This design comes from an exercise in tuning for small area and a short achievable clock period on the open sky130 flow, not from production work.
Only simulation tests tie the RTL to the original design; equivalence was not proved.
Power is estimated from default activity; no workload was simulated.

## dsp_mult
module dsp_mult #
(
    parameter WIDTH = 32
)
(
    input  wire                  clk,
    input  wire                  rst,
    input  wire [WIDTH-1:0]      input_a_tdata,
    input  wire                  input_a_tvalid,
    output wire                  input_a_tready,
    input  wire [WIDTH-1:0]      input_b_tdata,
    input  wire                  input_b_tvalid,
    output wire                  input_b_tready,
    input  wire [WIDTH-1:0]      input_c_tdata,
    input  wire                  input_c_tvalid,
    output wire                  input_c_tready,
    output wire [(WIDTH*2)-1:0]  output_tdata,
    output reg                   output_tvalid,
    input  wire                  output_tready
);
Size: ~380 flip-flops, about 170 I/O pins.
Settings: LEC_CHECK=0, ABC_AREA=1, CAP_MARGIN=20, CORE_MARGIN=2, CORE_UTILIZATION=40, CTS_BUF_LIST=sky130_fd_sc_hd__clkbuf_8, CTS_CLUSTER_DIAMETER=50, CTS_CLUSTER_SIZE=24, SLEW_MARGIN=20, SYNTH_HIERARCHICAL=1; clock period 9.5 ns.
standard.sh (not shown) runs the stock make flow with config.mk's settings and CLKGATE_MAP_FILE= SYNTH_SCRIPT=/design/flow/synth_recipe.tcl, a recipe that flattens the netlist after the stock synthesis.
==> flow/flow/run.sh <==
#!/bin/bash
# The standard layout (the standard.sh, unchanged synthesis) with two changes:
#  - the port buffers that global placement inserts are plain buf_1 cells instead
#    of the delay buffers buffer_ports picks by default;
#  - timing repair aims for a setup margin of 5.5 ns (the period less 5.5 ns).
set -euo pipefail
export BUFFER_PORTS_ARGS="-buffer_cell sky130_fd_sc_hd__buf_1"
export SETUP_SLACK_MARGIN=5.5
bash standard.sh > standard.log 2>&1
Then changed:
--- a/flow/config.mk
+++ b/flow/config.mk
@@ -10,7 +10,5 @@
 export CORE_MARGIN = 2
 export CORE_UTILIZATION = 40
-export CTS_BUF_LIST = sky130_fd_sc_hd__clkbuf_8
-export CTS_CLUSTER_DIAMETER = 50
-export CTS_CLUSTER_SIZE = 24
+export CTS_BUF_LIST = sky130_fd_sc_hd__clkbuf_4
 export SLEW_MARGIN = 20
 export SYNTH_HIERARCHICAL = 1
The new run finished with timing, DRC and antenna clean.
Die area does not change.
Utilization is about the same.
Sequential power barely changes.
First-iteration DRC count shrinks by a little under a tenth.
Then changed:
--- a/flow/config.mk
+++ b/flow/config.mk
@@ -9,6 +9,8 @@
 export CAP_MARGIN = 20
 export CORE_MARGIN = 2
-export CORE_UTILIZATION = 40
-export CTS_BUF_LIST = sky130_fd_sc_hd__clkbuf_4
+export CORE_UTILIZATION = 55
+export CTS_BUF_LIST = sky130_fd_sc_hd__clkbuf_8
+export CTS_CLUSTER_DIAMETER = 50
+export CTS_CLUSTER_SIZE = 24
 export SLEW_MARGIN = 20
 export SYNTH_HIERARCHICAL = 1
After rerunning: The changed run finished with timing, DRC and antenna clean; core utilization climbs by 15 points; cell count falls by 9.9%; design area goes down by 2.6%; register-to-register slack hardly moves; routed wire length drops by 3.7%; global-route usage is higher by 8.2 points; sequential share of layout area increases by 0.64 points.
Then changed:
--- a/flow/config.mk
+++ b/flow/config.mk
@@ -9,5 +9,5 @@
 export CAP_MARGIN = 20
 export CORE_MARGIN = 2
-export CORE_UTILIZATION = 55
+export CORE_UTILIZATION = 65
 export CTS_BUF_LIST = sky130_fd_sc_hd__clkbuf_8
 export CTS_CLUSTER_DIAMETER = 50
Outcome: The changed run passed the timing, DRC and antenna checks. Clock power stays flat. Flip-flop and latch count stays the same. Clock-buffer cell count went down by 6. Routed wire length went down by 2.2%. Sequential power hardly moves. Cell area went down by about 0.6%. Die area went down by about 15%. Global-route usage went up by 5.6 points.
Then changed:
==> flow/flow/run.sh (replaced) <==
#!/bin/bash
# The standard layout (the standard.sh, unchanged synthesis) with two changes:
#  - the port buffers that global placement inserts are plain buf_1 cells instead
#    of the delay buffers buffer_ports picks by default;
#  - timing repair aims for a setup margin of 5.4 ns (the period less 5.4 ns).
set -euo pipefail
export BUFFER_PORTS_ARGS="-buffer_cell sky130_fd_sc_hd__buf_1"
export SETUP_SLACK_MARGIN=5.4
bash standard.sh > standard.log 2>&1
--- a/flow/config.mk
+++ b/flow/config.mk
@@ -9,5 +9,5 @@
 export CAP_MARGIN = 20
 export CORE_MARGIN = 2
-export CORE_UTILIZATION = 65
+export CORE_UTILIZATION = 40
 export CTS_BUF_LIST = sky130_fd_sc_hd__clkbuf_8
 export CTS_CLUSTER_DIAMETER = 50
Outcome:
- The changed run ran to the end with no violations
- critical path depth stays the same
- total power goes up by 2.5%
- non-clock buffer count increases by 13
- via count shrinks by 1.6%
- final cell count went up by 12%

==> what the ideal ports hide <==
Ports are ideal in the flow. The routed layouts listed here were re-timed in OpenROAD. Step 1 sets driving cells, clkbuf_16 on the clock port and buf_2 on the other inputs (assumed; they add their load-dependent delay and slew). Step 2 times the ports against the registers' clock, not the clock port: input delays grow and output delays shrink by t, the midpoint of the rising clock arrivals with the driver on. Three values: ideal ports, drivers, drivers and shift; two values: the first two.
| run | t, ns | setup slack, ns | worst hold slack (ns) | clock arrival spread, ns | worst register clock-pin slew, ns |
|---|---|---|---|---|---|
| the first run | 0.746 | 5.390 / 5.347 / 5.347 | 0.324 / 0.324 / 0.324 | 0.072 / 0.072 | 0.10 / 0.10 |
| the second run | 0.958 | 5.390 / 5.347 / 5.347 | 0.321 / 0.321 / 0.321 | 0.072 / 0.072 | 0.09 / 0.09 |
| the third run | 0.689 | 5.386 / 5.341 / 5.341 | 0.321 / 0.321 / 0.321 | 0.068 / 0.068 | 0.11 / 0.11 |
| the fourth run | 0.708 | 5.378 / 5.337 / 5.337 | 0.310 / 0.310 / 0.310 | 0.042 / 0.043 | 0.11 / 0.11 |
| the fifth run | 0.749 | 5.390 / 5.347 / 5.347 | 0.324 / 0.324 / 0.324 | 0.069 / 0.068 | 0.10 / 0.10 |
After both steps every run listed still meets setup and hold. For the third run, which loses most, drivers alone change the setup slack by -0.045 ns; drivers and shift together by -0.045 ns.
